This is an optimization exercise on Yosys and OpenROAD, whose aim is a short achievable clock period and few clock cycles, not a production implementation. In this exercise RTL edits were held to simulation tests only and were not proved equivalent to the original. Power is estimated from default activity; no workload was simulated.

==> flow/design.v <==
module ControlUnit(
  input [5:0] opcode,
  input [5:0] funct,
  output reg [1:0] RegDst,
  output reg Branch,
  output reg MemRead,
  output reg [1:0] MemtoReg,
  output reg [1:0] ALUOp,
  output reg MemWrite,
  output reg ALUSrc,
  output reg RegWrite, 
  output reg Jump,
  output reg Jal,
  output reg print,
  output reg in, 
  output reg [1:0] bits_16_26,
  output reg pause
);
  always @(*)
    case (opcode)
      6'b000000:  
			begin
				RegDst    <= 2'b01;
				Branch    <= 0;
				MemRead   <= 0;
				MemtoReg  <= 2'b00;
				ALUOp     <= 2'b00;  
				MemWrite  <= 0;
				ALUSrc    <= 0;
				RegWrite  <= 1;
				Jump      <= 0;
				Jal       <= 0;
				print     <= 0;
				in		    <= 0;
				bits_16_26<= 0;
				pause	  <= 0;
			end
		6'b001000:  
			begin
				RegDst    <= 2'b00;
				Branch    <= 0;
				MemRead   <= 0;
				MemtoReg  <= 2'b00;
				ALUOp     <= 2'b00;  
				MemWrite  <= 0;
				ALUSrc    <= 1;
				RegWrite  <= 1;
				Jump      <= 0;
				Jal       <= 0;
				print     <= 0;
			   in		    <= 0;
				bits_16_26<= 2'b11;
				pause	  <= 0;
			end
		6'b000010:  
			begin
				RegDst    <= 2'b00; 
				Branch    <= 0;
				MemRead   <= 0;
				MemtoReg  <= 2'b00; 
				ALUOp     <= 2'b00;  
				MemWrite  <= 0;
				ALUSrc    <= 0;
				RegWrite  <= 0;
				Jump      <= 1;
				Jal       <= 0;
				print     <= 0;
				in		    <= 0;
				bits_16_26<= 2'b00;
				pause	  <= 0;
			end
		6'b000011:  
			begin
				RegDst    <= 2'b00; 
				Branch    <= 0;
				MemRead   <= 0;
				MemtoReg  <= 2'b00; 
				ALUOp     <= 2'b01;  
				MemWrite  <= 0;
				ALUSrc    <= 1;
				RegWrite  <= 0;
				Jump      <= 0;
				Jal       <= 1;
				print     <= 0;
				in		    <= 0;
				bits_16_26<= 2'b00;
				pause	  <= 0;
			end
      6'b100011:
        begin
          RegDst    <= 2'b00;
          Branch    <= 0;
          MemRead   <= 1;
          MemtoReg  <= 2'b01;  
          ALUOp     <= 2'b11;  
          MemWrite  <= 0;
          ALUSrc    <= 1;
          RegWrite  <= 1;
			 Jump      <= 0;
			 Jal       <= 0;
			 print     <= 0;
			 in		  <= 0;
			 bits_16_26<= 2'b11;
			 pause	  <= 0;
        end
      6'b101011:
        begin
          RegDst    <= 2'b00;  
          Branch    <= 0;
          MemRead   <= 0;
          MemtoReg  <= 2'b00;  
          ALUOp     <= 2'b11;
          MemWrite  <= 1;
          ALUSrc    <= 1;
          RegWrite  <= 0;
			 Jump      <= 0;
			 Jal       <= 0;
			 print     <= 0;
			 in		  <= 0;
			 bits_16_26<= 2'b11;
			 pause	  <= 0;
        end
		6'b000100:
		  begin
			 RegDst    <= 2'b00;  
			 Branch    <= 1;
			 MemRead   <= 0;
			 MemtoReg  <= 2'b00;  
			 ALUOp     <= 2'b10;  
			 MemWrite  <= 0;
			 ALUSrc    <= 0;
			 RegWrite  <= 0;
			 Jump      <= 0;
			 Jal       <= 0;
			 print     <= 0;
			 in		  <= 0;
			 bits_16_26<= 2'b11;
			 pause	  <= 0;
		  end
      6'b000101: 
		  begin
			 RegDst    <= 2'b00;  
			 Branch    <= 1;
			 MemRead   <= 0;
			 MemtoReg  <= 2'b00;  
			 ALUOp     <= 2'b00;  
			 MemWrite  <= 0;
			 ALUSrc    <= 0;
			 RegWrite  <= 0;
			 Jump      <= 0;
			 Jal       <= 0;
			 print     <= 0;
			 in        <= 0;
			 bits_16_26<= 2'b11;
			 pause	  <= 0;
		  end
		6'b001111:
		  begin
			  RegDst    <= 2'b00;  
			  Branch    <= 0;	 
			  MemRead   <= 0;	
			  MemtoReg  <= 2'b10;
			  ALUOp     <= 2'b00;
			  MemWrite  <= 0;
			  ALUSrc    <= 0;  
			  RegWrite  <= 1;
			  Jump      <= 0;
			  Jal       <= 0;
			  print     <= 0;
			  in		   <= 0;
			  bits_16_26<= 2'b11;
			  pause	  <= 0;
		  end
		6'b111111:
        begin
          RegDst    <= 2'b00;
          Branch    <= 0;
          MemRead   <= 0;
          MemtoReg  <= 2'b00;
          ALUOp     <= 2'b00;
          MemWrite  <= 0;
          ALUSrc    <= 0;
          RegWrite  <= 0;
			 Jump      <= 0;
			 Jal       <= 0;
			 print     <= 1;
			 in		  <= 0;
			 bits_16_26<= 2'b00;
			 pause	  <= 0;
        end
		6'b111000:
        begin
          RegDst    <= 2'b10;
          Branch    <= 0;
          MemRead   <= 0;
          MemtoReg  <= 2'b10;
          ALUOp     <= 2'b00;
          MemWrite  <= 0;
          ALUSrc    <= 0;
          RegWrite  <= 1;
			 Jump      <= 0;
			 Jal       <= 0;
			 print     <= 0;
			 in		  <= 1;
			 bits_16_26<= 2'b01;
			 pause	  <= 0;
        end
		6'b000111:
		 begin
          RegDst    <= 2'b00;
          Branch    <= 0;
          MemRead   <= 0;
          MemtoReg  <= 2'b00;
          ALUOp     <= 2'b00;
          MemWrite  <= 0;
          ALUSrc    <= 0;
          RegWrite  <= 0;
			 Jump      <= 0;
			 Jal       <= 0;
			 print     <= 0;
			 in		  <= 0;
			 bits_16_26<= 2'b00;
			 pause	  <= 1;
			end
      default:
        begin
          RegDst    <= 2'b00;
          Branch    <= 0;
          MemRead   <= 0;
          MemtoReg  <= 2'b00;
          ALUOp     <= 2'b00;
          MemWrite  <= 0;
          ALUSrc    <= 0;
          RegWrite  <= 0;
			 Jump      <= 0;
			 Jal       <= 0;
			 print     <= 0;
			 in		  <= 0;
			 bits_16_26<= 2'b00;
			 pause	  <= 0;
        end
    endcase
endmodule
module ALUControl(
  input[5:0] opcode,
  input [5:0] funct,
  input [4:0] shamt,
  output reg [3:0] ALUCtrl
);
always @(*) begin
	case (opcode)
		6'b001000:  
			ALUCtrl <= 4'b0010;
		6'b101011, 6'b100011:  
			ALUCtrl <= 4'b1010;
		6'b000011: 	 
			ALUCtrl <= 4'b1110;
		6'b000100:  
			ALUCtrl <= 4'b1100;
		 6'b000101:  
			ALUCtrl <= 4'b0100;
		6'b000000:  
			case (funct)
				6'b100000:  
					ALUCtrl <= 4'b0010;
				6'b100100:  
					ALUCtrl <= 4'b1011;
				6'b100111: 
					ALUCtrl <= 4'b1001;
				6'b000000:  
					ALUCtrl <= 4'b0101;
				6'b000010:  
					ALUCtrl <= 4'b1000;
				6'b100010:  
					ALUCtrl <= 4'b0110;
				6'b100101:  
					ALUCtrl <= 4'b0001;
				6'b101010:  
					ALUCtrl <= 4'b0111;
				6'b011000:  
					ALUCtrl <= 4'b1111;
				6'b011010:  
					ALUCtrl <= 4'b0011;
				6'b001000:  
					ALUCtrl <= 4'b0000;
				default:
					ALUCtrl <= 4'b0000;
			endcase
		default:
			ALUCtrl <= 4'b1111;
	endcase
end
endmodule
module signExtend
( input [1:0] bits_16_26,
  input [26:0] sign_to_extend_1,
  input [3:0] sign_to_extend_2,
  input [4:0] input_register,
  output [31:0] signal_extended
);
	assign signal_extended = (bits_16_26==0) ? {6'b0, sign_to_extend_1[25:0]}: ((bits_16_26 == 1) ? {28'b0, sign_to_extend_2[3:0]} : {16'b0, sign_to_extend_1[15:0]});
endmodule
module Mux_N #(parameter N=31, parameter M=0)
 (input [N:0] input_1, input [N:0] input_2, input [N:0] input_3, input [M:0] flag, output [N:0] mux_output);
	assign mux_output = (flag == 0) ? input_1 : ((flag == 1) ? input_2 : input_3);
endmodule
module Mux_Y #(parameter N=31, parameter M=0)
(input [M:0] flag, input [N:0] input_1, input [N:0] input_2, output [N:0] mux_output);
	  assign mux_output = (flag == 0) ? input_1 : input_2;
endmodule
module BankRegister
(
input clk, input reset, input RegWrite, input Jal,
input [4:0]source, input [4:0] target, input [4:0]target_or_destination,  input [4:0] print_adress,
output [31:0] read_register_1, output [31:0]read_register_2, output [31:0] print_register, input[31:0] write_data, input[31:0] pc
);
	integer i;
	reg [31:0]registers [31:0];
	assign read_register_1 = registers[source];
	assign read_register_2 = registers[target];
	assign print_register = registers[print_adress];
	always @(posedge clk)
	begin
		if (reset == 1)
		begin
			for (i = 0; i < 32; i=i+1)
			begin
				registers[i] <= 32'b0;
			end
		end
		else if (RegWrite) registers[target_or_destination] <= write_data;
		else if (Jal == 1) registers[31] <= pc + 1;
	end
endmodule
module ArithmeticLogicUnit
	(
	input [31:0] read_data_1,
	input [31:0] read_data_2,
	input [3:0] ALUCtrl,
	input [4:0] shamt,
	input [31:0] signal_extended,
	output reg [31:0] ALU_result
);
	always @(*)
	begin
		case (ALUCtrl)
			4'b0010: ALU_result = read_data_1 + read_data_2;
			4'b1010: ALU_result = read_data_1 + read_data_2;
			4'b0110: ALU_result = read_data_1 - read_data_2;
			4'b0001: ALU_result = read_data_1 | read_data_2;
			4'b1011: ALU_result = read_data_1 & read_data_2;
			4'b0111: ALU_result = (read_data_1 < read_data_2) ? 32'd1 : 32'd0;
			4'b0101: ALU_result = read_data_1 << shamt;
			4'b1000: ALU_result = read_data_1 >> shamt;
			4'b1001: ALU_result = ~read_data_1;
			4'b1111: ALU_result = read_data_1 * read_data_2;
			4'b0011:
				begin
					if (read_data_2 != 0)
						ALU_result = read_data_1 / read_data_2;
					else ALU_result = 32'd1;
				end
			4'b1100:  
				begin
					if (read_data_1 == read_data_2)
						ALU_result = signal_extended;
					else ALU_result = 32'hffffffff;
				end
			4'b0100:  
				begin
					if (read_data_1 != read_data_2)
						ALU_result = signal_extended;
					else ALU_result = 32'hffffffff;
				end
			default:
				ALU_result = 32'd0;
		endcase
	end
endmodule
module DataMemory
(
	input [31:0] write_data_ram,
	input [31:0] address,
	input MemWrite, reset, clk,
	output [31:0] read_data
);
	integer i;
	reg [31:0] ram[31:0];
	always @ (posedge clk)
	begin
		if (reset)
		begin
			for (i = 0; i < 32; i=i+1)
				ram[i] <= 32'b0;
		end
		else if (MemWrite)
			ram[address[4:0]] <= write_data_ram;
	end
	assign read_data = ram[address[4:0]];
endmodule
module mips_core
(
	input clk,
	input reset,
	output [31:0] imem_addr,
	input [31:0] imem_data,
	input [3:0] input_register,
	output retire,
	output [31:0] retire_pc,
	output wb_en,
	output [4:0] wb_addr,
	output [31:0] wb_data,
	output mem_we,
	output [4:0] mem_addr,
	output [31:0] mem_wdata,
	output print,
	output [31:0] print_a, print_b, print_c,
	output halted
);
	integer i;
	reg        rst_q;
	reg [31:0] pc_f;
	reg [31:0] regs [0:31];
	reg [31:0] dmem [0:31];
	reg [63:0] bp_v, bp_t;
	reg        x_valid;
	reg [31:0] x_ir, x_pc, x_pnext;
	reg        d_act;
	reg [2:0]  d_cnt;
	reg [31:0] d_rem, d_q;
	reg        h;
	reg        t_retire, t_wb_en, t_mem_we, t_print;
	reg [31:0] t_pc, t_wb_data, t_mem_wdata, t_pa, t_pb, t_pcc;
	reg [4:0]  t_wb_addr, t_mem_addr;
	wire [5:0]  x_op    = x_ir[31:26];
	wire [4:0]  x_rs    = x_ir[25:21];
	wire [4:0]  x_rt    = x_ir[20:16];
	wire [4:0]  x_rd    = x_ir[15:11];
	wire [4:0]  x_sh    = x_ir[10:6];
	wire [5:0]  x_fn    = x_ir[5:0];
	wire [31:0] x_imm   = {16'b0, x_ir[15:0]};
	wire [31:0] x_tgt   = {6'b0, x_ir[25:0]};
	wire x_rtype = x_op == 6'b000000;
	wire x_addi  = x_op == 6'b001000;
	wire x_li    = x_op == 6'b001111;
	wire x_lw    = x_op == 6'b100011;
	wire x_sw    = x_op == 6'b101011;
	wire x_beq   = x_op == 6'b000100;
	wire x_bne   = x_op == 6'b000101;
	wire x_j     = x_op == 6'b000010;
	wire x_jal   = x_op == 6'b000011;
	wire x_prn   = x_op == 6'b111111;
	wire x_in    = x_op == 6'b111000;
	wire x_jr    = x_rtype && x_fn == 6'b001000;
	wire x_div   = x_rtype && x_fn == 6'b011010;
	wire [31:0] a = regs[x_rs];
	wire [31:0] b = regs[x_rt];
	wire [31:0] c = regs[x_rd];
	localparam DK = 4;
	localparam DN = 32 / DK;
	wire [DK-1:0] dv_bits = a >> (32 - DK - DK * d_cnt);
	reg  [31:0]   dv_r;
	reg  [32:0]   dv_t;
	reg  [DK-1:0] dv_q;
	integer k;
	always @(*) begin
		dv_r = d_act ? d_rem : 32'b0;
		for (k = DK - 1; k >= 0; k = k - 1) begin
			dv_t = {dv_r, dv_bits[k]};
			if (dv_t >= {1'b0, b}) begin
				dv_t = dv_t - {1'b0, b};
				dv_q[k] = 1'b1;
			end else
				dv_q[k] = 1'b0;
			dv_r = dv_t[31:0];
		end
	end
	wire        dv_zero  = b == 32'b0;
	wire        dv_fast  = !d_act && (dv_zero || a < b);
	wire        dv_last  = d_act && d_cnt == DN - 1;
	wire        dv_done  = dv_fast || dv_last;
	wire [31:0] dv_res   = dv_fast ? {31'b0, dv_zero} : {d_q[31-DK:0], dv_q};
	reg [31:0] alu;
	always @(*) begin
		case (x_fn)
			6'b100000: alu = a + b;
			6'b100010: alu = a - b;
			6'b100100: alu = a & b;
			6'b100101: alu = a | b;
			6'b100111: alu = ~a;
			6'b000000: alu = a << x_sh;
			6'b000010: alu = a >> x_sh;
			6'b101010: alu = {31'b0, a < b};
			6'b011000: alu = a * b;
			6'b011010: alu = dv_res;
			default:   alu = 32'b0;
		endcase
	end
	wire [4:0]  maddr = a[4:0] + x_ir[4:0];
	wire [31:0] mrd   = dmem[maddr];
	wire        wen   = (x_rtype && !x_jr) || x_addi || x_li || x_lw || x_jal || x_in;
	wire [4:0]  waddr = x_rtype ? x_rd : x_jal ? 5'd31 : x_in ? x_rs : x_rt;
	wire [31:0] pc1   = x_pc + 32'd1;
	wire [31:0] wdata = x_rtype ? alu :
	                    x_addi  ? a + x_imm :
	                    x_li    ? x_imm :
	                    x_lw    ? mrd :
	                    x_jal   ? pc1 :
	                    {28'b0, input_register};
	wire        eq     = a == b;
	wire        taken  = (x_beq && eq) || (x_bne && !eq);
	wire [31:0] x_next = (x_j || x_jal) ? x_tgt : x_jr ? a : taken ? x_imm : pc1;
	wire x_busy = x_valid && !h;
	wire x_go   = x_busy && (!x_div || dv_done);
	wire stall  = x_busy && x_div && !dv_done;
	wire redir  = x_go && (x_next != x_pnext);
	wire x_wr   = x_go && wen;
	wire [5:0]  f_op    = imem_data[31:26];
	wire        f_j     = f_op[5:1] == 5'b00001;
	wire        f_br    = f_op[5:1] == 5'b00010;
	wire        f_jr    = f_op == 6'b000000 && imem_data[5:0] == 6'b001000;
	wire        f_pause = f_op == 6'b000111;
	wire        bpv     = bp_v[pc_f[5:0]] && !rst_q;
	wire        f_bt    = bpv ? bp_t[pc_f[5:0]] : f_op[0];
	wire [31:0] r31     = rst_q ? 32'b0 : (x_wr && waddr == 5'd31) ? wdata : regs[31];
	wire [31:0] f_seq   = pc_f + 32'd1;
	wire [31:0] f_pred  = f_j ? {6'b0, imem_data[25:0]} :
	                      (f_br && f_bt) ? {16'b0, imem_data[15:0]} :
	                      f_jr ? r31 : f_seq;
	wire        f_enter = !redir && !stall && !h;
	always @(posedge clk) begin
		rst_q <= reset;
		if (reset) begin
			pc_f    <= 32'b0;
			x_valid <= 1'b0;
			h       <= 1'b0;
			d_act   <= 1'b0;
			d_cnt   <= 3'b0;
		end else begin
			if (redir) begin
				pc_f    <= x_next;
				x_valid <= 1'b0;
			end else if (f_enter) begin
				pc_f    <= f_pred;
				x_valid <= 1'b1;
				h       <= f_pause;
			end else if (x_go) begin
				x_valid <= 1'b0;
			end
			d_act <= stall;
			d_cnt <= stall ? d_cnt + 3'd1 : 3'd0;
		end
		if (f_enter) begin
			x_ir    <= imem_data;
			x_pc    <= pc_f;
			x_pnext <= f_pred;
		end
		if (stall) begin
			d_rem <= dv_r;
			d_q   <= {d_q[31-DK:0], dv_q};
		end
	end
	always @(posedge clk) begin
		if (rst_q) begin
			for (i = 0; i < 32; i = i + 1)
				regs[i] <= 32'b0;
		end else if (x_wr)
			regs[waddr] <= wdata;
	end
	always @(posedge clk) begin
		if (rst_q) begin
			for (i = 0; i < 32; i = i + 1)
				dmem[i] <= 32'b0;
		end else if (x_go && x_sw)
			dmem[maddr] <= b;
	end
	always @(posedge clk) begin
		if (rst_q) begin
			bp_v <= 64'b0;
			bp_t <= 64'b0;
		end else if (x_go && (x_beq || x_bne)) begin
			bp_v[x_pc[5:0]] <= 1'b1;
			bp_t[x_pc[5:0]] <= taken;
		end
	end
	always @(posedge clk) begin
		t_retire <= !reset && x_go;
		t_wb_en  <= x_go && wen;
		t_mem_we <= x_go && x_sw;
		t_print  <= x_go && x_prn;
		t_pc        <= x_pc;
		t_wb_addr   <= waddr;
		t_wb_data   <= wdata;
		t_mem_addr  <= maddr;
		t_mem_wdata <= b;
		t_pa        <= a;
		t_pb        <= b;
		t_pcc       <= c;
	end
	assign imem_addr = pc_f;
	assign retire    = t_retire;
	assign retire_pc = t_pc;
	assign wb_en     = t_wb_en;
	assign wb_addr   = t_wb_addr;
	assign wb_data   = t_wb_data;
	assign mem_we    = t_mem_we;
	assign mem_addr  = t_mem_addr;
	assign mem_wdata = t_mem_wdata;
	assign print     = t_print;
	assign print_a   = t_pa;
	assign print_b   = t_pb;
	assign print_c   = t_pcc;
	assign halted    = h;
endmodule
==> flow/flow/run.sh <==
#!/bin/bash
set -euo pipefail
MARGIN=$(cat flow/margin.txt)
bash standard.sh SETUP_SLACK_MARGIN=$MARGIN finish > flow_make.log 2>&1
==> flow/flow/margin.txt <==
118.8
==> flow/standard.sh <==
#!/bin/bash
# synth_recipe.tcl (not shown) runs the flow's synth.tcl, then flattens the netlist and writes it again
# the make line also repeats each setting of config.mk as NAME=value (left out here)
make -C /OpenROAD-flow-scripts/flow DESIGN_CONFIG=/design/flow/config.mk WORK_HOME=/design/flow/orfs CLKGATE_MAP_FILE= SYNTH_SCRIPT=/design/flow/synth_recipe.tcl "${@:-finish}"
==> flow/config.mk <==
export PLATFORM = sky130hd
export DESIGN_NAME = mips_core
export DESIGN_NICKNAME = mips_core
export VERILOG_FILES = /design/flow/design.v
export SDC_FILE = /design/flow/constraint.sdc
export NUM_CORES = 4
export LEC_CHECK = 0
export ABC_CLOCK_PERIOD_IN_PS = 28000
export CAP_MARGIN = 20
export CORE_MARGIN = 2
export CORE_UTILIZATION = 40
export PLACE_DENSITY = 0.6
export SLEW_MARGIN = 20
==> flow/constraint.sdc <==
create_clock -name core_clock -period 150.0 [get_ports {clk}]
set_input_delay 30.0000 -clock core_clock [delete_from_list [all_inputs] [get_ports {clk}]]
set_output_delay 30.0000 -clock core_clock [all_outputs]
set_load 0.01 [all_outputs]
==> results.tsv, run 1 <==
metric	value	unit
status	no timing/DRC/antenna violations	
power density cells	26.7	mW/mm^2
Max-slew headroom	0.0689	
Final Max Slew Viols	0	
Period Utilization, post-route	0.211	
mean routed wirelength per cell	39.4	microns
clock latency on the worst-skew pair	1010	ps
clk buf depth	4	
iteration-0 DRC count of the detailed router	22900	
CTS tree	built	
ys flop type	edfxtp_1	
Post-synth EDFFs	2204	
Setup Skew	78.8	ps
Post-Synthesis Mean Instance Area	11.7	sq um
worst min-delay path category	reg2reg	
initial antenna violation count	94	
io pins	277	
GR Overflow Total	0	
Post-Route WL	752	mm
kind of cell adding the most delay to the critical path	flip-flops	
critical path fanouts, max	2	
#FFs+latches synth	2555	
core area	0.395	sq mm
CP max-delay cell	dfxtp_4	
layout cells sized above 1	0.216	
RePlAce Congestion	1.08	
largest net degree at the start of global routing	97	
final setup TNS	0	ps
Area Overhead vs Synth	12.9	%
Initial Utilization	0.401	
Die Area	0.401	sq mm
first-pass GRT wire length	1020	mm
crit path cell chain	buf_12, buf_6	
remaining routing DRC violations	0	
Distinct cells, synth	103	
Maximum Capacitance Violations	0	
P_leak	67.1	nW
# port buffers	276	
final setup fails	0	
H-Tree Depth	5	
Peak Freq	31.7	MHz
unrepaired setup endpoints after global routing	yes	
Power Total	4.78	mW
Die X	633	microns
VDD IR max	0.194	mV
synth warn	1	
area post-placement	0.168	sq mm
CTS Buf Count	297	
Detail Route Antenna Nets	0	
vias in the first global route	121000	
Crit Path Category	reg2out	
clk sinks	2555	
Syn Nets	14300	
Min Clock Period, post-route	31590	ps
Total GRT Usage	0.369	
Core Rows	231	
Layout Nets	14400	
WP data arrival	1590	ps
largest stage delay on the critical path	350	ps
CP Launch Type	register	
Worst-Margin Slew	1380	ps
Fillers	36300	
Buf/Inv on CP	2	
DIE HEIGHT	633	microns
Worst-path clk slew	60	ps
Cells after Synth	13500	
Detail Placement HPWL	498	mm
CP required	120000	ps
Final Hold Vio Count	0	
# hold bufs at CTS	0	
crit path capture type	output pin	
final instance area	0.179	sq mm
post-synth design cell area	0.158	sq mm
Root Buffer Master	clkbuf_16	
sequential-to-total area share from yosys stat	0.463	
vias	128000	
FFs w/ async S/R, synth	0	
first drt pass iteration count	9	
Vias/cell	6.70	
FF-to-FF setup slack	127570	ps
==> layer usage <==
metal / GRT usage / up-vias / part of all wire
met5: 0.00725 / - / 0.0010
met4: 0.282 / 50 / 0.096
met3: 0.152 / 2774 / 0.16
met2: 0.512 / 11600 / 0.41
met1: 0.453 / 64200 / 0.34
li1: - / 49400 / -
==> cells by family after synthesis <==
kind of cell	after synthesis	synth area share
mux	1667	0.196
simple gates	4574	0.120
compound gates	1725	0.0737
xor+xnor	310	0.0176
buf+inv	1884	0.0486
flops	2555	0.463
fa+ha+maj	786	0.0818
==> sequential cells by signal, indices dropped and copies added (netlist names), 32 cells and up, named ones only <==
register,flops
bp_t,64
bp_v,64
d_rem,32
dmem,1024
pc_f,32
regs,1024
t_pa,32
t_pb,32
t_pc,32
t_pcc,32
t_wb_data,32
x_ir,32
x_pc,32
x_pnext,32
==> placed cells by master, fill, tap and decap left out, types with 56 or more instances in the layout <==
| master | Yosys | routed |
|---|---|---|
| a21oi_1 | 414 | 412 |
| dfxtp_1 | 351 | 225 |
| a22oi_1 | 178 | 177 |
| clkinv_1 | 12 | 64 |
| mux4_2 | 1132 | 1131 |
| clkbuf_1 | 766 | 63 |
| xor2_1 | 90 | 90 |
| a21o_1 | 123 | 123 |
| inv_1 | 718 | 712 |
| buf_6 | 17 | 150 |
| a31oi_1 | 97 | 95 |
| nor3_1 | 116 | 108 |
| clkbuf_16 | 0 | 307 |
| buf_4 | 69 | 576 |
| nand3_1 | 181 | 175 |
| xnor2_1 | 215 | 212 |
| mux2_2 | 142 | 141 |
| nand2_2 | 0 | 66 |
| edfxtp_1 | 2204 | 2204 |
| ha_1 | 371 | 370 |
| fa_1 | 415 | 414 |
| diode_2 | 0 | 78 |
| and3_1 | 60 | 57 |
| and2_1 | 76 | 74 |
| buf_2 | 151 | 94 |
| nand4_1 | 56 | 56 |
| mux2i_1 | 392 | 376 |
| dfxtp_2 | 0 | 86 |
| nor2_1 | 2694 | 2678 |
| o21a_1 | 59 | 58 |
| o21ai_0 | 276 | 262 |
| nand2_1 | 1093 | 1023 |
==> worst register-to-register path: cells and delay by family, from the launching register on <==
family                   cells  cell delay, ps
adder cells (fa/ha/maj)      4            1290
AND/OR/NAND/NOR             13            3660
multiplexers                 6            2290
AO/OA/AOI/OAI               29            8150
flip-flops                   1             890
buffers and inverters       13            5850
==> cell usage after synthesis (59+ instances only) <==
| cell type | n | area (sq um) |
|---|---|---|
| nor2_1 | 2694 | 10100 |
| edfxtp_1 | 2204 | 66200 |
| mux4_2 | 1132 | 25500 |
| nand2_1 | 1093 | 4100 |
| clkbuf_1 | 766 | 2880 |
| inv_1 | 718 | 2700 |
| fa_1 | 415 | 8310 |
| a21oi_1 | 414 | 2070 |
| mux2i_1 | 392 | 3920 |
| ha_1 | 371 | 4640 |
| dfxtp_1 | 351 | 7030 |
| o21ai_0 | 276 | 1380 |
| xnor2_1 | 215 | 1880 |
| nand3_1 | 181 | 906 |
| a22oi_1 | 178 | 1340 |
| buf_2 | 151 | 756 |
| mux2_2 | 142 | 1600 |
| buf_1 | 131 | 492 |
| a21o_1 | 123 | 923 |
| nor3_1 | 116 | 581 |
| a31oi_1 | 97 | 607 |
| xor2_1 | 90 | 788 |
| and2_1 | 76 | 475 |
| buf_4 | 69 | 518 |
| and3_1 | 60 | 375 |
| o21a_1 | 59 | 443 |
==> final timing paths <==
| check | cells past startpoint | from | end |
|---|---|---|---|
| max | 2 | pc_f[1] | imem_addr[1] |
| min | 0 | d_q[0] | d_q[4] |
| max reg2reg | 65 | register | regs[14][0] |
| min reg2reg | 0 | d_q[0] | d_q[4] |
==> metrics by stage <==
stage               setup WS (ps)  cells  hold slack, ps  utilization
floorplan                  118430  13500             346            -
global placement           116900  18400             427        0.425
detailed placement         116910  18400             433        0.425
CTS                        118410  19000             446        0.450
global route               118420  19100             462        0.452
finish                     118410  19100             455        0.453
==> report_power, final <==
part           leakage (nW)  internal, mW  switching, mW
sequential             25.5         0.803         0.0267
clock                  4.73         0.427          0.322
combinational          36.8          1.05           2.15
==> what timing repair did <==
item	CTS	global route
pin swaps	8	14
gates resized for setup	1250	119
cloned	6	1
setup buffers	52	6
setup endpoints to repair	399	301
==> layout make-up <==
type                    count  area [sq um]  area share
inverters                 745          2810      0.0157
flip-flops and latches   2555         73500       0.411
repair buffers            884          7370      0.0412
well taps                5242          6560      0.0367
diodes                     78           195     0.00109
multi-input cells        9065         78600       0.440
clock inverters           163          1730     0.00967
clock buffers             376          7990      0.0447
Testbench counts, summed over its fixed seeds: cycles 37,369.
==> run 2, diff against run 1 <==
--- a/flow/design.v
+++ b/flow/design.v
@@ -424,7 +424,8 @@
 	reg [31:0] dmem [0:31];
 	reg [63:0] bp_v, bp_t;
 	reg        x_valid;
-	reg [31:0] x_ir, x_pc, x_pnext;
+	reg [31:0] x_ir, x_pc;
+	reg        x_bpv, x_bpt;
 	reg        d_act;
 	reg [2:0]  d_cnt;
 	reg [31:0] d_rem, d_q;
@@ -509,11 +510,13 @@
 	                    {28'b0, input_register};
 	wire        eq     = a == b;
 	wire        taken  = (x_beq && eq) || (x_bne && !eq);
-	wire [31:0] x_next = (x_j || x_jal) ? x_tgt : x_jr ? a : taken ? x_imm : pc1;
+	wire        x_pt   = x_bpv ? x_bpt : x_op[0];    
+	wire [31:0] x_next = x_jr ? a : taken ? x_imm : pc1;
+	wire        x_miss = ((x_beq || x_bne) && taken != x_pt) || (x_jr && a != regs[31]);
 	wire x_busy = x_valid && !h;
 	wire x_go   = x_busy && (!x_div || dv_done);
 	wire stall  = x_busy && x_div && !dv_done;
-	wire redir  = x_go && (x_next != x_pnext);
+	wire redir  = x_go && x_miss;
 	wire x_wr   = x_go && wen;
 	wire [5:0]  f_op    = imem_data[31:26];
 	wire        f_j     = f_op[5:1] == 5'b00001;
@@ -524,10 +527,11 @@
 	wire        f_bt    = bpv ? bp_t[pc_f[5:0]] : f_op[0];
 	wire [31:0] r31     = rst_q ? 32'b0 : (x_wr && waddr == 5'd31) ? wdata : regs[31];
 	wire [31:0] f_seq   = pc_f + 32'd1;
-	wire [31:0] f_pred  = f_j ? {6'b0, imem_data[25:0]} :
-	                      (f_br && f_bt) ? {16'b0, imem_data[15:0]} :
-	                      f_jr ? r31 : f_seq;
 	wire        f_enter = !redir && !stall && !h;
+	wire [31:0] f_early = redir ? x_next : f_enter ? f_seq : pc_f;
+	wire        f_tk    = f_enter && (f_j || (f_br && f_bt));
+	wire        f_rt    = f_enter && f_jr;
+	wire [31:0] f_tgt   = {6'b0, imem_data[25:16] & {10{!f_op[2]}}, imem_data[15:0]};
 	always @(posedge clk) begin
 		rst_q <= reset;
 		if (reset) begin
@@ -537,11 +541,10 @@
 			d_act   <= 1'b0;
 			d_cnt   <= 3'b0;
 		end else begin
+			pc_f <= f_tk ? f_tgt : f_rt ? r31 : f_early;
 			if (redir) begin
-				pc_f    <= x_next;
 				x_valid <= 1'b0;
 			end else if (f_enter) begin
-				pc_f    <= f_pred;
 				x_valid <= 1'b1;
 				h       <= f_pause;
 			end else if (x_go) begin
@@ -553,7 +556,8 @@
 		if (f_enter) begin
 			x_ir    <= imem_data;
 			x_pc    <= pc_f;
-			x_pnext <= f_pred;
+			x_bpv   <= bpv;
+			x_bpt   <= bp_t[pc_f[5:0]];
 		end
 		if (stall) begin
 			d_rem <= dv_r;
==> flow/flow/run.sh (replaced) <==
#!/bin/bash
# Standard ORFS layout (the standard.sh, unchanged synthesis) with these
# changes to how the layout is made:
#  - port buffers are buf_4 cells rather than the default delay-type buffer;
#  - repair may resize cells to other footprints.
# The whole make output goes to flow_make.log here; ORFS keeps each step's own
# log under orfs/logs/.
set -euo pipefail
bash standard.sh \
  SETUP_SLACK_MARGIN=118.8 \
  "BUFFER_PORTS_ARGS=-buffer_cell sky130_fd_sc_hd__buf_4" \
  MATCH_CELL_FOOTPRINT=0 \
  finish > flow_make.log 2>&1
removed: flow/flow/margin.txt
==> run 2 against run 1 <==
  * Still clean on timing, DRC and antenna
  * Register-to-register slack better by 1400 ps
  * Sequential power is 2.9% lower
  * Non-clock buffer count is 77 lower
  * Global-route usage decreased by 2.5 points
  * Area after synthesis is 1.3% lower
  * Sequential share of layout area is 0.21 points higher
  * Worst hold slack got worse by 16 ps
  * Via count decreased by 2.8%
  * Fmax increased by 0.20%
==> results.tsv, run 2 <==
metric	value	unit	change
ys flop type	edfxtp_1		
Initial Utilization	0.402		+0.000880
Die X	629	microns	-0.65%
iteration-0 DRC count of the detailed router	19600		-14%
Distinct cells, synth	109		+5.8%
Period Utilization, post-route	0.210		-0.000420
#FFs+latches synth	2525		-1.2%
Setup Skew	77.4	ps	-1.32 ps
Final Max Slew Viols	0		unchanged
vias	124000		-2.8%
Worst-path clk slew	70	ps	about the same
H-Tree Depth	5		unchanged
Fillers	35700		-1.6%
Crit Path Category	reg2out		
dpl ws	117110	ps	+196 ps
Vias/cell	6.53		-2.6%
CTS tree	built		
core area	0.389	sq mm	-1.5%
CP Launch Type	register		
WP data arrival	1530	ps	-60 ps
most frequent cell after synthesis	nor2_1		
Core Rows	229		-0.87%
top post-synthesis cells by count	2751 x nor2_1, 2174 x edfxtp_1, 1026 x nand2_1, 953 x mux4_2, 857 x clkbuf_1		
fin util	0.452		about the same
DIE HEIGHT	629	microns	-0.65%
RePlAce Congestion	1.04		-3.3%
register area	0.0727	sq mm	-1.1%
unrepaired setup endpoints after global routing	yes		
power density cells	19.3	mW/mm^2	-28%
CP required	120000	ps	about the same
Post-Synthesis Mean Instance Area	11.4	sq um	-2.6%
post-synth design cell area	0.156	sq mm	-1.3%
VDD IR max	0.0838	mV	-57%
Largest regs	dmem: 1024 flops, regs: 1024 flops		
Layout Nets	14400		+0.18%
dominant cell type by area after synthesis	edfxtp_1		
Die Area	0.396	sq mm	-1.3%
Detail Route Antenna Nets	0		unchanged
final setup fails	0		unchanged
GR Overflow Total	0		unchanged
first-pass GRT wire length	956	mm	-6.1%
final instance area	0.176	sq mm	-1.6%
CTS Buf Count	294		-1.0%
clk sinks	2525		-1.2%
status	no timing/DRC/antenna violations		
area post-placement	0.164	sq mm	-2.0%
largest net degree at the start of global routing	128		+32%
commonest non-fill, non-tap cells in the layout	2741 x nor2_1, 2174 x edfxtp_1, 995 x nand2_1, 953 x mux4_2, 669 x inv_1		
top post-synthesis cells by area	edfxtp_1 42%, mux4_2 14%, nor2_1 6.6%		
commonest non-fill, non-tap cell in the layout	nor2_1		
Synth top area share	0.418		about the same
Post-synth EDFFs	2174		-1.4%
Detail Placement HPWL	450	mm	-9.7%
Root Buffer Master	clkbuf_16		
Max-slew headroom	0.0800		+0.0111
first drt pass iteration count	7		-2
Min Clock Period, post-route	31530	ps	-63.0 ps
layout cells sized above 1	0.202		-0.0136
initial antenna violation count	83		-12%
Maximum Capacitance Violations	0		unchanged
clock latency on the worst-skew pair	990	ps	-20 ps
# port buffers	276		unchanged
Total GRT Usage	0.344		-0.0248
crit path capture type	output pin		
mean routed wirelength per cell	36.5	microns	-7.4%
P_leak	66.1	nW	-1.5%
worst min-delay path category	reg2reg		
Syn Nets	14500		+1.3%
clk buf depth	4		unchanged
FFs w/ async S/R, synth	0		unchanged
Cells after Synth	13700		+1.4%
critical path fanouts, max	2		unchanged
Worst Slack Setup Final	118470	ps	+63.0 ps
final setup TNS	0	ps	unchanged
Post-Route WL	695	mm	-7.6%
Area Overhead vs Synth	12.5	%	
io pins	277		unchanged
reg2reg path depth	64		-1.5%
hold path cells	0		unchanged
sequential-to-total area share from yosys stat	0.463		about the same
area taken by multi-input logic gates	0.0772	sq mm	-1.7%
Worst-Margin Slew	1370	ps	-18.4 ps
Final Hold Vio Count	0		unchanged
Peak Freq	31.7	MHz	+0.20%
remaining routing DRC violations	0		unchanged
vias in the first global route	119000		-1.7%
synth warn	1		unchanged
[run 2: cell types whose count changed after synthesis, moves of 30 or more]
cell	delta
mux2i_1	+198
inv_1	-45
edfxtp_1	-30
mux4_2	-179
nor2_1	+57
a21o_1	-35
and4_1	+37
mux2_2	-53
nand2_1	-67
nand2b_1	+68
a22oi_1	+186
clkbuf_1	+91
nand3_1	+34
[run 2: worst paths after layout]
| path | startpoint | slack (ps) | end |
|---|---|---|---|
| max | pc_f[1] | 118470 | imem_addr[1] |
| min | d_q[12] | 440 | d_q[16] |
| max reg2reg | register | 128940 | regs[18][0] |
| min reg2reg | d_q[12] | 440 | d_q[16] |
[run 2: critical path, stage by stage (launching register included)]
cell and delay, ps:
dfxtp_4 350, buf_12 130, buf_6 110
[run 2: final cells by class]
cell class                 instances  area share
sequential                      2525       0.413
clock buffer                     389      0.0457
timing repair buffer             807      0.0409
inverter                         722      0.0155
tap                             5197      0.0370
antenna                           57    0.000811
clock inverter                   142     0.00768
multi-input combinational       9224       0.439
[run 2: stage by stage]
| step | hold WS [ps] | cells | power [mW] |
|---|---|---|---|
| 2_1_floorplan | 346 | 13700 | 1.83 |
| 3_3_place_gp | 428 | 18400 | 2.57 |
| 3_5_place_dp | 436 | 18400 | 2.58 |
| 4_1_cts | 440 | 19000 | 3.31 |
| 5_1_grt | 447 | 19000 | 3.49 |
| 6_report | 439 | 19100 | 3.40 |
[run 2: timing repair]
item	4_1_cts	5_1_grt
endpoints found under the setup margin	265	292
cloned	4	0
pin swaps	3	8
buffers inserted	47	2
hold endpoints to repair	0	0
hold buffers	0	0
resized for setup	439	58
[run 2: power breakdown]
part | switching (mW) | total, mW | internal, mW
sequential | 0.0181 | 0.806 | 0.788
combinational | 1.27 | 1.87 | 0.599
clock | 0.309 | 0.718 | 0.409
[run 2: logic make-up after synthesis]
family | count (synthesis) | share of synthesized area
multiplexers | 1632 | 0.182
adder cells (fa/ha/maj) | 786 | 0.0829
AND/OR/NAND/NOR | 4642 | 0.125
buffers and inverters | 1939 | 0.0496
AO/OA/AOI/OAI | 1851 | 0.0802
XOR/XNOR | 312 | 0.0176
flip-flops | 2525 | 0.463
[run 2: per-layer routing]
layer	routed length [microns]	vias to the layer above	track usage
met4	60700	56	0.244
met1	241000	62800	0.421
li1	-	49500	-
met2	300000	9742	0.512
met3	93000	2412	0.112
met5	566	-	0.00362
Testbench counts of run 2, summed over its fixed seeds: cycles 37,371.
==> run 3, diff against run 2 <==
--- a/flow/design.v
+++ b/flow/design.v
@@ -419,6 +419,7 @@
 );
 	integer i;
 	reg        rst_q;
+	reg [3:0]  in_q;    
 	reg [31:0] pc_f;
 	reg [31:0] regs [0:31];
 	reg [31:0] dmem [0:31];
@@ -459,13 +460,23 @@
 	wire [31:0] c = regs[x_rd];
 	localparam DK = 4;
 	localparam DN = 32 / DK;
-	wire [DK-1:0] dv_bits = a >> (32 - DK - DK * d_cnt);
+	reg  [2:0]    dv_c0;
+	integer ci;
+	always @(*) begin
+		dv_c0 = DN - 1;
+		for (ci = DN - 1; ci >= 0; ci = ci - 1)
+			if ((a >> (32 - DK - DK * ci)) >= b)
+				dv_c0 = ci;
+	end
+	wire [2:0]    dv_cur  = d_act ? d_cnt : dv_c0;
+	wire [DK-1:0] dv_bits = a >> (32 - DK - DK * dv_cur);
+	wire [31:0]   dv_qin  = d_act ? d_q : 32'b0;
 	reg  [31:0]   dv_r;
 	reg  [32:0]   dv_t;
 	reg  [DK-1:0] dv_q;
 	integer k;
 	always @(*) begin
-		dv_r = d_act ? d_rem : 32'b0;
+		dv_r = d_act ? d_rem : (a >> (32 - DK * dv_c0));
 		for (k = DK - 1; k >= 0; k = k - 1) begin
 			dv_t = {dv_r, dv_bits[k]};
 			if (dv_t >= {1'b0, b}) begin
@@ -478,9 +489,8 @@
 	end
 	wire        dv_zero  = b == 32'b0;
 	wire        dv_fast  = !d_act && (dv_zero || a < b);
-	wire        dv_last  = d_act && d_cnt == DN - 1;
-	wire        dv_done  = dv_fast || dv_last;
-	wire [31:0] dv_res   = dv_fast ? {31'b0, dv_zero} : {d_q[31-DK:0], dv_q};
+	wire        dv_done  = dv_fast || dv_cur == DN - 1;
+	wire [31:0] dv_res   = dv_fast ? {31'b0, dv_zero} : {dv_qin[31-DK:0], dv_q};
 	reg [31:0] alu;
 	always @(*) begin
 		case (x_fn)
@@ -507,7 +517,7 @@
 	                    x_li    ? x_imm :
 	                    x_lw    ? mrd :
 	                    x_jal   ? pc1 :
-	                    {28'b0, input_register};
+	                    {28'b0, in_q};
 	wire        eq     = a == b;
 	wire        taken  = (x_beq && eq) || (x_bne && !eq);
 	wire        x_pt   = x_bpv ? x_bpt : x_op[0];    
@@ -534,6 +544,7 @@
 	wire [31:0] f_tgt   = {6'b0, imem_data[25:16] & {10{!f_op[2]}}, imem_data[15:0]};
 	always @(posedge clk) begin
 		rst_q <= reset;
+		in_q  <= input_register;
 		if (reset) begin
 			pc_f    <= 32'b0;
 			x_valid <= 1'b0;
@@ -551,7 +562,7 @@
 				x_valid <= 1'b0;
 			end
 			d_act <= stall;
-			d_cnt <= stall ? d_cnt + 3'd1 : 3'd0;
+			d_cnt <= stall ? dv_cur + 3'd1 : 3'd0;
 		end
 		if (f_enter) begin
 			x_ir    <= imem_data;
@@ -561,7 +572,7 @@
 		end
 		if (stall) begin
 			d_rem <= dv_r;
-			d_q   <= {d_q[31-DK:0], dv_q};
+			d_q   <= {dv_qin[31-DK:0], dv_q};
 		end
 	end
 	always @(posedge clk) begin
==> run 3 against run 2 <==
  * Still clean on timing, DRC and antenna
  * Clock skew is 37 ps higher
  * Final area is 3.3% higher
  * Register-to-register slack worse by 8100 ps
  * Largest power group unchanged
==> results.tsv, run 3 <==
metric	value	unit	change
status	no timing/DRC/antenna violations		
xor/xnor share of the synthesized area	0.0172		-0.000406
Buf/Inv on CP	2		unchanged
H-Tree Depth	5		unchanged
Die X	639	microns	+1.6%
FF-to-FF setup slack	120880	ps	-8060 ps
P_leak	68.2	nW	+3.3%
Post-synth EDFFs	2174		unchanged
critical path fanouts, max	2		unchanged
first drt pass iteration count	7		unchanged
VDD IR max	0.0799	mV	-4.7%
clk sinks	2529		+0.16%
crit path capture type	output pin		
Largest regs	dmem: 1024 flops, regs: 1024 flops		
Period Utilization, post-route	0.211		+0.000407
largest family of logic cells by synthesized area	multiplexers		
Hold Startpoint	bp_v[14]		
Vias/cell	6.58		+0.78%
kind of cell adding the most delay to the critical path	flip-flops		
Min Clock Period, post-route	31590	ps	+61.0 ps
Total GRT Usage	0.341		-0.00264
ys flop type	edfxtp_1		
dominant cell type by area after synthesis	edfxtp_1		
Max-slew headroom	0.137		+0.0571
Synth top area share	0.405		-0.0130
Maximum Capacitance Violations	0		unchanged
GR Overflow Total	0		unchanged
CTS Buf Count	293		-0.34%
Final Max Slew Viols	0		unchanged
CP Launch Type	register		
Final Hold Vio Count	0		unchanged
CP max-delay cell	dfxtp_2		
Detail Placement HPWL	455	mm	+1.2%
remaining routing DRC violations	0		unchanged
Peak Freq	31.7	MHz	-0.19%
mux contribution to synthesized area	0.192		+0.0101
layout cells sized above 1	0.208		+0.00593
# port buffers	276		unchanged
unrepaired setup endpoints after global routing	yes		
Initial Utilization	0.401		-0.000757
Area Overhead vs Synth	12.7	%	
commonest non-fill, non-tap cells in the layout	2702 x nor2_1, 2174 x edfxtp_1, 1089 x mux4_2, 958 x nand2_1, 753 x inv_1		
post-synth design cell area	0.161	sq mm	+3.2%
Worst-path clk slew	60	ps	about the same
top post-synthesis cells by count	2710 x nor2_1, 2174 x edfxtp_1, 1095 x mux4_2, 987 x nand2_1, 852 x clkbuf_1		
Layout Nets	14900		+3.6%
Die Area	0.408	sq mm	+3.2%
Distinct cells, synth	111		+1.8%
initial antenna violation count	68		-18%
fin util	0.452		about the same
WHS	449	ps	+9.10 ps
clk buf depth	4		unchanged
WP data arrival	1590	ps	+60 ps
final instance area	0.182	sq mm	+3.3%
simple-gate share of the synthesized area	0.121		-0.00431
Core Rows	233		+1.7%
largest stage delay on the critical path	350	ps	about the same
synth warn	1		unchanged
power density cells	23.2	mW/mm^2	+20%
#FFs+latches synth	2529		+0.16%
vias in the first global route	122000		+2.5%
final setup fails	0		unchanged
mean routed wirelength per cell	36.5	microns	+0.19%
Post-Synthesis Mean Instance Area	11.5	sq um	+0.81%
largest net degree at the start of global routing	157		+23%
Fillers	36600		+2.3%
most frequent cell after synthesis	nor2_1		
Compound-Gate Fraction of Synth Area	0.0789		-0.00122
crit path cell chain	buf_8, buf_6		
top post-synthesis cells by area	edfxtp_1 40%, mux4_2 15%, nor2_1 6.3%		
final setup TNS	0	ps	unchanged
sequential-to-total area share from yosys stat	0.449		-0.0139
io pins	277		unchanged
commonest non-fill, non-tap cell in the layout	nor2_1		
FFs w/ async S/R, synth	0		unchanged
iteration-0 DRC count of the detailed router	21200		+7.9%
Post-Route WL	712	mm	+2.5%
Cells after Synth	14000		+2.4%
worst min-delay path category	reg2reg		
DIE HEIGHT	639	microns	+1.6%
first-pass GRT wire length	976	mm	+2.1%
# hold bufs at CTS	0		unchanged
CTS tree	built		
Crit Path Category	reg2out		
Worst-Margin Slew	1290	ps	-71.2 ps
CP required	120000	ps	about the same
Syn Nets	15000		+3.4%
vias	128000		+3.1%
crit path from	pc_f[19]		
RePlAce Congestion	1.02		-2.0%
core area	0.402	sq mm	+3.4%
clock latency on the worst-skew pair	1000	ps	about the same
Root Buffer Master	clkbuf_16		
Detail Route Antenna Nets	0		unchanged
area post-placement	0.170	sq mm	+3.2%
Adder-Cell Fraction of Synth Area	0.0934		+0.0105
Setup Skew	115	ps	+37.2 ps
## run 3: changes by cell type after synthesis, sizes merged, moves of 43 or more
cell,delta
inv,+57
ha,+169
nor2,-43
o21ai,+46
a21oi,+93
nor2b,+50
a22oi,-178
mux4,+142
mux2i,-109
## run 3: worst paths after layout
check | depth (start not counted) | endpoint
max | 2 | imem_addr[19]
min | 2 | bp_v[14]
max reg2reg | 84 | d_rem[6]
min reg2reg | 2 | bp_v[14]
## run 3: metal layers
layer  share of wire  up-vias  track usage
li1                -    50800            -
met1            0.35    64600        0.425
met2            0.42    10200        0.489
met3            0.14     2521        0.116
met4           0.092       36        0.258
met5         0.00058        -      0.00354
## run 3: cell families after synthesis
group | Yosys count
and+or+nand+nor | 4621
xor gates and xnor gates | 313
buffers and inverters | 1971
adders and majority gates | 955
muxes | 1699
AOI/OAI and AO/OA | 1924
DFF | 2529
## run 3: worst register-to-register path: cells and delay by family (launching register included)
kind            cells  cell delay, ps
fa+ha+maj           6            2420
compound gates     44           12220
mux                 7            3330
buf+inv            15            7550
flops               1             640
simple gates       12            2690
## run 3: report_power, final
part	total, mW	internal [mW]	switching [mW]
Combinational	2.63	0.996	1.63
Clock	0.743	0.421	0.322
Sequential	0.844	0.821	0.0225
## run 3: area by class of cell
| cell class | instances | area [sq um] | share of cell area |
|---|---|---|---|
| Antenna cell | 52 | 130 | 0.000716 |
| Clock buffer | 356 | 7790 | 0.0429 |
| Clock inverter | 177 | 1940 | 0.0107 |
| Inverter | 788 | 2970 | 0.0163 |
| Multi-Input combinational cell | 9513 | 82200 | 0.453 |
| Sequential cell | 2529 | 72700 | 0.400 |
| Tap cell | 5287 | 6620 | 0.0364 |
| Timing Repair Buffer | 793 | 7250 | 0.0399 |
## run 3: per-stage QoR
stage	power [mW]	setup slack [ps]	instances
after floorplan	2.57	118050	14000
after global placement	3.36	116590	18800
after detailed placement	3.38	116630	18800
after CTS	4.14	118410	19400
after global routing	4.43	118440	19500
final	4.22	118410	19500
## run 3: repair_timing
item	CTS	global route
pin swaps	1	6
buffers inserted	35	28
gates cloned	1	0
resized for setup	461	81
setup endpoints to repair	271	259
Testbench counts of run 3, summed over its fixed seeds: cycles 37,245.
==> run 4, diff against run 3 <==
--- a/flow/design.v
+++ b/flow/design.v
@@ -420,7 +420,9 @@
 	integer i;
 	reg        rst_q;
 	reg [3:0]  in_q;    
-	reg [31:0] pc_f;
+	reg [31:0] fa;        
+	reg [31:0] pr_e;
+	reg        pr_tk, pr_rt;
 	reg [31:0] regs [0:31];
 	reg [31:0] dmem [0:31];
 	reg [63:0] bp_v, bp_t;
@@ -523,7 +525,8 @@
 	wire        x_pt   = x_bpv ? x_bpt : x_op[0];    
 	wire [31:0] x_next = x_jr ? a : taken ? x_imm : pc1;
 	wire        x_miss = ((x_beq || x_bne) && taken != x_pt) || (x_jr && a != regs[31]);
-	wire x_busy = x_valid && !h;
+	wire x_halt = x_valid && x_op == 6'b000111;    
+	wire x_busy = x_valid && !x_halt;
 	wire x_go   = x_busy && (!x_div || dv_done);
 	wire stall  = x_busy && x_div && !dv_done;
 	wire redir  = x_go && x_miss;
@@ -533,26 +536,33 @@
 	wire        f_br    = f_op[5:1] == 5'b00010;
 	wire        f_jr    = f_op == 6'b000000 && imem_data[5:0] == 6'b001000;
 	wire        f_pause = f_op == 6'b000111;
+	wire [31:0] pc_f    = rst_q ? 32'b0 :
+	                      pr_tk ? {6'b0, x_ir[25:16] & {10{!x_ir[28]}}, x_ir[15:0]} :
+	                      pr_rt ? regs[31] : pr_e;
 	wire        bpv     = bp_v[pc_f[5:0]] && !rst_q;
 	wire        f_bt    = bpv ? bp_t[pc_f[5:0]] : f_op[0];
 	wire [31:0] r31     = rst_q ? 32'b0 : (x_wr && waddr == 5'd31) ? wdata : regs[31];
 	wire [31:0] f_seq   = pc_f + 32'd1;
-	wire        f_enter = !redir && !stall && !h;
+	wire        f_enter = !redir && !stall && !x_halt;
 	wire [31:0] f_early = redir ? x_next : f_enter ? f_seq : pc_f;
 	wire        f_tk    = f_enter && (f_j || (f_br && f_bt));
 	wire        f_rt    = f_enter && f_jr;
 	wire [31:0] f_tgt   = {6'b0, imem_data[25:16] & {10{!f_op[2]}}, imem_data[15:0]};
+	wire [31:0] f_next  = f_tk ? f_tgt : f_rt ? r31 : f_early;
 	always @(posedge clk) begin
 		rst_q <= reset;
 		in_q  <= input_register;
+		pr_e  <= f_early;
+		pr_tk <= f_tk;
+		pr_rt <= f_rt;
 		if (reset) begin
-			pc_f    <= 32'b0;
+			fa      <= 32'b0;
 			x_valid <= 1'b0;
 			h       <= 1'b0;
 			d_act   <= 1'b0;
 			d_cnt   <= 3'b0;
 		end else begin
-			pc_f <= f_tk ? f_tgt : f_rt ? r31 : f_early;
+			fa <= f_next;
 			if (redir) begin
 				x_valid <= 1'b0;
 			end else if (f_enter) begin
@@ -612,7 +622,7 @@
 		t_pb        <= b;
 		t_pcc       <= c;
 	end
-	assign imem_addr = pc_f;
+	assign imem_addr = fa;
 	assign retire    = t_retire;
 	assign retire_pc = t_pc;
 	assign wb_en     = t_wb_en;
--- a/flow/config.mk
+++ b/flow/config.mk
@@ -8,6 +8,6 @@
 export ABC_CLOCK_PERIOD_IN_PS = 28000
 export CAP_MARGIN = 20
 export CORE_MARGIN = 2
-export CORE_UTILIZATION = 40
-export PLACE_DENSITY = 0.6
+export CORE_UTILIZATION = 60
+export PLACE_DENSITY = 0.72
 export SLEW_MARGIN = 20
==> run 4 against run 3 <==
  * Sequential share of layout area grew 0.36 points
  * Global-route usage up 21 points
  * Register-to-register slack better by 420 ps
  * Clock skew shrank 29 ps
  * Worst hold slack gained 19 ps
  * Final area is essentially flat
  * Synthesized cell count grew 2.9%
  * Combinational power fell by 6%
  * Area after synthesis increased by 1.4%
  * Critical path depth shrank 1
  * Largest cell class unchanged
==> results.tsv, run 4 <==
metric	value	unit	change
Max-slew headroom	0.0984		-0.0387
CP max-delay cell	dfxtp_4		
kind of cell adding the most delay to the critical path	flip-flops		
CP Launch Type	register		
Syn Nets	15400		+2.7%
first drt pass iteration count	10		+3
P_leak	68.8	nW	+0.90%
post-synth design cell area	0.163	sq mm	+1.4%
mux contribution to synthesized area	0.185		-0.00683
power density cells	22.3	mW/mm^2	-3.9%
area taken by multi-input logic gates	0.0838	sq mm	+1.8%
Post-Synthesis Mean Instance Area	11.3	sq um	-1.5%
Detail Route Antenna Nets	0		unchanged
VDD IR max	0.0603	mV	-24%
layout cells sized above 1	0.206		-0.00174
remaining routing DRC violations	0		unchanged
Layout Nets	15300		+2.9%
final setup TNS	0	ps	unchanged
Core Rows	191		-18%
Worst-Margin Slew	1350	ps	+53.1 ps
clk sinks	2563		+1.3%
unrepaired setup endpoints after global routing	yes		
# port buffers	276		unchanged
clock latency on the worst-skew pair	960	ps	-40 ps
register area	0.0734	sq mm	+0.93%
WHS	468	ps	+19.0 ps
top post-synthesis cells by count	2851 x nor2_1, 2174 x edfxtp_1, 1108 x nand2_1, 1060 x mux4_2, 801 x clkbuf_1		
first-pass GRT wire length	1050	mm	+7.8%
Worst Slack Setup Final	118420	ps	+10.0 ps
DIE HEIGHT	526	microns	-18%
largest family of logic cells by synthesized area	multiplexers		
Post-Route WL	772	mm	+8.4%
RePlAce Congestion	1.08		+5.7%
status	no timing/DRC/antenna violations		
commonest non-fill, non-tap cells in the layout	2840 x nor2_1, 2174 x edfxtp_1, 1059 x mux4_2, 1043 x nand2_1, 764 x inv_1		
Period Utilization, post-route	0.211		about the same
FFs w/ async S/R, synth	0		unchanged
WP data arrival	1580	ps	about the same
CTS Buf Count	285		-2.7%
mean routed wirelength per cell	42.3	microns	+16%
final setup fails	0		unchanged
most frequent cell after synthesis	nor2_1		
Detail Placement HPWL	508	mm	+12%
xor/xnor share of the synthesized area	0.0171		-0.0000936
top post-synthesis cells by area	edfxtp_1 40%, mux4_2 15%, nor2_1 6.5%		
CTS tree	built		
sequential-to-total area share from yosys stat	0.447		-0.00189
clk buf depth	4		unchanged
Synth top area share	0.399		-0.00546
Power Total	4.05	mW	-3.9%
crit path cell chain	buf_6		
simple-gate share of the synthesized area	0.124		+0.00316
Die X	526	microns	-18%
Cells after Synth	14400		+2.9%
Final Hold Vio Count	0		unchanged
largest net degree at the start of global routing	145		-7.6%
GR Overflow Total	0		unchanged
Distinct cells, synth	109		-1.8%
Fillers	19500		-47%
Largest regs	dmem: 1024 flops, regs: 1024 flops		
critical path fanouts, max	1		-1
H-Tree Depth	5		unchanged
synth warn	1		unchanged
Min Clock Period, post-route	31580	ps	-10.0 ps
Crit Path Category	reg2out		
iteration-0 DRC count of the detailed router	26400		+25%
commonest non-fill, non-tap cell in the layout	nor2_1		
Adder-Cell Fraction of Synth Area	0.0922		-0.00126
vias in the first global route	133000		+9.3%
vias	140000		+8.8%
#FFs+latches synth	2563		+1.3%
CP required	120000	ps	about the same
crit path capture type	output pin		
worst min-delay path category	reg2reg		
Compound-Gate Fraction of Synth Area	0.0857		+0.00678
ys flop type	edfxtp_1		
Die Area	0.277	sq mm	-32%
Total GRT Usage	0.550		+0.209
core area	0.271	sq mm	-33%
Root Buffer Master	clkbuf_16		
Buf/Inv on CP	1		-1
Final Max Slew Viols	0		unchanged
dominant cell type by area after synthesis	edfxtp_1		
Maximum Capacitance Violations	0		unchanged
io pins	277		unchanged
Peak Freq	31.7	MHz	about the same
Setup Skew	85.5	ps	-29.1 ps
Area Overhead vs Synth	11.2	%	
initial antenna violation count	106		+56%
largest stage delay on the critical path	490	ps	+140 ps
Vias/cell	7.65		+16%
Post-synth EDFFs	2174		unchanged
dpl ws	117420	ps	+788 ps
Worst-path clk slew	60	ps	about the same
Initial Utilization	0.604		+0.203
run 4: final cells by class:
cell class / count / area share
multi-input cells: 9871 / 0.461
inverters: 811 / 0.0168
flip-flops and latches: 2563 / 0.404
well taps: 3570 / 0.0246
clock inverters: 144 / 0.00876
clock buffers: 375 / 0.0439
repair buffers: 812 / 0.0399
diodes: 99 / 0.00136
run 4: stage by stage:
stage,area [sq um],std cells,util
after floorplan,163000,14400,-
after global placement,170000,17600,0.629
after detailed placement,170000,17600,0.629
after CTS,181000,18100,0.669
after global routing,182000,18200,0.670
final,182000,18200,0.671
run 4: repair_timing:
action | in CTS | in global routing
buffers inserted | 5 | 2
gates cloned | 1 | 1
hold endpoints to repair | 0 | 0
gates resized for setup | 426 | 65
hold buffers | 0 | 0
endpoints found under the setup margin | 265 | 265
pin swaps | 2 | 9
run 4: power by group:
part           internal (mW)  total (mW)  switching [mW]
Clock                  0.423       0.738           0.315
Sequential             0.828       0.851          0.0226
Combinational          0.895        2.46            1.57
Total                   2.15        4.05            1.91
run 4: final timing paths:
| kind | start | endpoint | slack (ps) | cells past startpoint |
|---|---|---|---|---|
| max reg2reg | register | d_rem[11] | 121300 | 79 |
| min reg2reg | bp_v[29] | bp_v[29] | 470 | 2 |
| max | fa[0] | imem_addr[0] | 118420 | 1 |
| min | bp_v[29] | bp_v[29] | 470 | 2 |
run 4: metal layers:
layer,vias to the layer above,global-route usage,part of all wire
li1,52500,-,-
met4,92,0.492,0.11
met2,15200,0.747,0.40
met3,4183,0.266,0.18
met1,67700,0.641,0.30
met5,-,0.00329,0.0011
run 4: kinds of logic after synthesis:
family / after synthesis
flip-flops: 2563
multiplexers: 1668
XOR/XNOR: 314
buffers and inverters: 1981
adder cells (fa/ha/maj): 955
AO/OA/AOI/OAI: 2083
AND/OR/NAND/NOR: 4851
Testbench counts of run 4, summed over its fixed seeds: cycles 37,245.
==> run 5, diff against run 4 <==
==> flow/flow/run.sh (replaced) <==
#!/bin/bash
# Standard ORFS layout (the standard.sh, unchanged synthesis) with these
# changes to how the layout is made:
#  - port buffers are buf_4 cells rather than the default delay-type buffer;
#  - repair may resize cells to other footprints;
#  - the program-memory pins are kept together on one edge (io_pins.tcl);
#  - before detailed placement, flip-flops that drive only output buffers are
#    moved next to those buffers (pull_out_flops.tcl).
# The whole make output goes to flow_make.log here; ORFS keeps each step's own
# log under orfs/logs/.
set -euo pipefail
export PRE_IO_PLACEMENT_TCL="$(pwd)/flow/io_pins.tcl"
export PRE_DETAIL_PLACE_TCL="$(pwd)/flow/pull_out_flops.tcl"
bash standard.sh \
  SETUP_SLACK_MARGIN=118.8 \
  "BUFFER_PORTS_ARGS=-buffer_cell sky130_fd_sc_hd__buf_4" \
  MATCH_CELL_FOOTPRINT=0 \
  finish > flow_make.log 2>&1
==> flow/flow/io_pins.tcl (new file) <==
# Keep the program-memory interface (imem_addr, imem_data) and reset together
# on the top edge: the fetch address register sits between the returning
# instruction word and the address it drives.
set names {reset}
for {set i 0} {$i < 32} {incr i} {
  lappend names "imem_addr\[$i\]" "imem_data\[$i\]"
}
set_io_pin_constraint -pin_names $names -region top:*
==> flow/flow/pull_out_flops.tcl (new file) <==
# Output paths: move each flip-flop whose output feeds nothing but output-port
# buffers onto the middle of those buffers; the detailed placement that
# follows makes the placement legal again.
set block [ord::get_db_block]
set moved 0
foreach bterm [$block getBTerms] {
  if {[$bterm getIoType] != "OUTPUT"} { continue }
  set net [$bterm getNet]
  if {$net == "NULL"} { continue }
  set drv ""
  foreach it [$net getITerms] { if {[$it isOutputSignal]} { set drv $it } }
  if {$drv == ""} { continue }
  set buf [$drv getInst]
  set n2 ""
  foreach it [$buf getITerms] { if {[$it isInputSignal]} { set n2 [$it getNet] } }
  if {$n2 == "" || $n2 == "NULL"} { continue }
  set fdrv ""
  set only_bufs 1
  set xs 0
  set ys 0
  set nb 0
  foreach it [$n2 getITerms] {
    if {[$it isOutputSignal]} { set fdrv $it; continue }
    set ld [$it getInst]
    # a load that is not an output-port buffer: leave this flip-flop alone
    set onet ""
    foreach o [$ld getITerms] { if {[$o isOutputSignal]} { set onet [$o getNet] } }
    if {$onet == "" || $onet == "NULL" || [llength [$onet getBTerms]] == 0} { set only_bufs 0; break }
    set l [$ld getLocation]
    set xs [expr {$xs + [lindex $l 0]}]
    set ys [expr {$ys + [lindex $l 1]}]
    incr nb
  }
  if {$fdrv == "" || !$only_bufs || $nb == 0} { continue }
  if {[llength [$n2 getBTerms]] != 0} { continue }
  set ff [$fdrv getInst]
  if {![[$ff getMaster] isSequential]} { continue }
  if {[info exists done([$ff getName])]} { continue }
  set done([$ff getName]) 1
  $ff setLocation [expr {$xs / $nb}] [expr {$ys / $nb}]
  incr moved
}
puts "pull_out_flops: moved $moved flip-flops next to their output buffers"
==> run 5 against run 4 <==
  * Clock skew up 8.9 ps
  * Worst hold slack worse by 7.3 ps
  * Area after synthesis stayed put
  * Largest power group unchanged
  * Final area shrank 0.44%
  * Synthesized cell count unchanged
  * Setup slack improved by 50 ps
  * Critical path depth unchanged
  * Core utilization decreased by 0.29 points
  * Flip-flop and latch count stayed put
  * Final cell count shrank 0.26%
  * Wire length decreased by 3.3%
  * Sequential share of layout area is 0.16 points higher
  * Critical endpoint is now halted
  * Still clean
==> results.tsv, run 5 <==
metric	value	unit	change
Syn Nets	15400		unchanged
io pins	277		unchanged
Max-slew headroom	0.108		+0.00973
largest stage delay on the critical path	410	ps	-80 ps
critical path fanouts, max	2		+1
commonest non-fill, non-tap cell in the layout	nor2_1		
Area Overhead vs Synth	10.7	%	
crit path cell chain	buf_8		
status	no timing/DRC/antenna violations		
Final Max Slew Viols	0		unchanged
Fillers	19800		+1.7%
DIE HEIGHT	526	microns	unchanged
crit path capture type	output pin		
dominant cell type by area after synthesis	edfxtp_1		
first-pass GRT wire length	1020	mm	-2.7%
Core Rows	191		unchanged
ys flop type	edfxtp_1		
RePlAce Congestion	1.08		-0.22%
clock latency on the worst-skew pair	1000	ps	+40 ps
Vias/cell	7.52		-1.7%
post-synth design cell area	0.163	sq mm	unchanged
top post-synthesis cells by area	edfxtp_1 40%, mux4_2 15%, nor2_1 6.5%		
Setup Skew	94.4	ps	+8.86 ps
Power Total	4.01	mW	-1.1%
Detail Placement HPWL	487	mm	-4.1%
crit path from	h		
sequential-to-total area share from yosys stat	0.447		unchanged
Distinct cells, synth	109		unchanged
most frequent cell after synthesis	nor2_1		
Largest regs	dmem: 1024 flops, regs: 1024 flops		
synth warn	1		unchanged
Cells after Synth	14400		unchanged
WHS	460	ps	-7.34 ps
clk buf depth	4		unchanged
remaining routing DRC violations	0		unchanged
CTS tree	built		
Layout Nets	15300		-0.24%
Post-Synthesis Mean Instance Area	11.3	sq um	unchanged
FFs w/ async S/R, synth	0		unchanged
Worst-Margin Slew	1330	ps	-17.6 ps
iteration-0 DRC count of the detailed router	25000		-5.4%
final setup fails	0		unchanged
commonest non-fill, non-tap cells in the layout	2842 x nor2_1, 2174 x edfxtp_1, 1058 x mux4_2, 1044 x nand2_1, 766 x inv_1		
Post-Route WL	746	mm	-3.3%
# port buffers	276		unchanged
clk sinks	2563		unchanged
Crit Path Category	reg2out		
# hold bufs at CTS	0		unchanged
Maximum Capacitance Violations	0		unchanged
Root Buffer Master	clkbuf_16		
Synth top area share	0.399		unchanged
final setup TNS	0	ps	unchanged
GR Overflow Total	0		unchanged
initial antenna violation count	98		-7.5%
Peak Freq	31.7	MHz	+0.16%
mean routed wirelength per cell	41.0	microns	-3.1%
Initial Utilization	0.604		unchanged
P_leak	68.5	nW	-0.52%
Die X	526	microns	unchanged
CP max-delay cell	dfxtp_4		
Final Hold Vio Count	0		unchanged
Min Clock Period, post-route	31530	ps	-50.0 ps
#FFs+latches synth	2563		unchanged
Period Utilization, post-route	0.210		-0.000333
Hold Startpoint	bp_v[14]		
Buf/Inv on CP	1		unchanged
VDD IR max	0.0857	mV	+42%
core area	0.271	sq mm	unchanged
largest net degree at the start of global routing	140		-3.4%
Total GRT Usage	0.532		-0.0176
vias	137000		-2.0%
WP data arrival	1530	ps	-50 ps
top post-synthesis cells by count	2851 x nor2_1, 2174 x edfxtp_1, 1108 x nand2_1, 1060 x mux4_2, 801 x clkbuf_1		
worst min-delay path category	reg2reg		
Detail Route Antenna Nets	0		unchanged
Die Area	0.277	sq mm	unchanged
CP Launch Type	register		
kind of cell adding the most delay to the critical path	flip-flops		
H-Tree Depth	5		unchanged
layout cells sized above 1	0.203		-0.00313
first drt pass iteration count	8		-2
power density cells	22.2	mW/mm^2	-0.63%
CTS Buf Count	281		-1.4%
Post-synth EDFFs	2174		unchanged
unrepaired setup endpoints after global routing	yes		
fin util	0.668		-0.00293
vias in the first global route	132000		-1.2%
CP required	120000	ps	about the same
Worst-path clk slew	60	ps	about the same
==> run 5: cell counts after synthesis <==
Identical to the previous run, type by type.
==> run 5: area by class of cell <==
type | instances | area, sq um | area share
Multi-Input combinational cell | 9871 | 83700 | 0.463
Sequential cell | 2563 | 73400 | 0.405
Clock buffer | 367 | 7740 | 0.0428
Timing Repair Buffer | 779 | 6860 | 0.0379
Tap cell | 3570 | 4470 | 0.0247
Inverter | 811 | 3050 | 0.0168
Clock inverter | 144 | 1510 | 0.00834
Antenna cell | 92 | 230 | 0.00127
==> run 5: power by group <==
group	switching [mW]	internal, mW
combinational	1.55	0.890
clock	0.314	0.405
sequential	0.0225	0.828
total	1.89	2.12
==> run 5: layer usage <==
layer	vias up	GRT usage	wire length [microns]
met5	-	0.00641	1120
met4	91	0.469	83300
met3	3955	0.244	129000
met2	13900	0.733	304000
met1	66500	0.623	229000
li1	52400	-	-
==> run 5: final timing paths <==
| check | end | slack (ps) | depth (start not counted) |
|---|---|---|---|
| worst max register to register | d_rem[28] | 121540 | 79 |
| worst min register to register | bp_v[14] | 460 | 2 |
| worst max-delay path | halted | 118470 | 1 |
| worst min-delay path | bp_v[14] | 460 | 2 |
==> run 5: cell families (layout without fill, tap and decap cells) <==
logic type | after synthesis | count (layout) | share of synthesized area
compound gates | 2083 | 2083 | 0.0857
xor+xnor | 314 | 314 | 0.0171
fa+ha+maj | 955 | 955 | 0.0922
buf+inv | 1981 | 2101 | 0.0488
flops | 2563 | 2563 | 0.447
mux | 1668 | 1668 | 0.185
other cells | 0 | 92 | 0
simple gates | 4851 | 4851 | 0.124
==> run 5: per-stage QoR <==
step	worst slack, ps	cells	cell area (sq um)
2_1_floorplan	118220	14400	163000
4_1_cts	118490	18100	181000
5_1_grt	118480	18100	181000
3_3_place_gp	117280	17600	170000
6_report	118470	18200	181000
3_5_place_dp	117210	17600	170000
==> run 5: repair_timing <==
action,4_1_cts,5_1_grt
gates resized for setup,398,62
pin swaps,1,2
setup endpoints to repair,266,267
buffers inserted,4,1
cloned,0,0

Re-timed with assumed drivers on the ports (clkbuf_16 on the clock, buf_2 on other inputs), run 5 has 118.345 ns of setup slack against 118.468 ns with ideal ports, and 117.822 ns once port delays also move by the mid clock arrival of 1.071 ns.
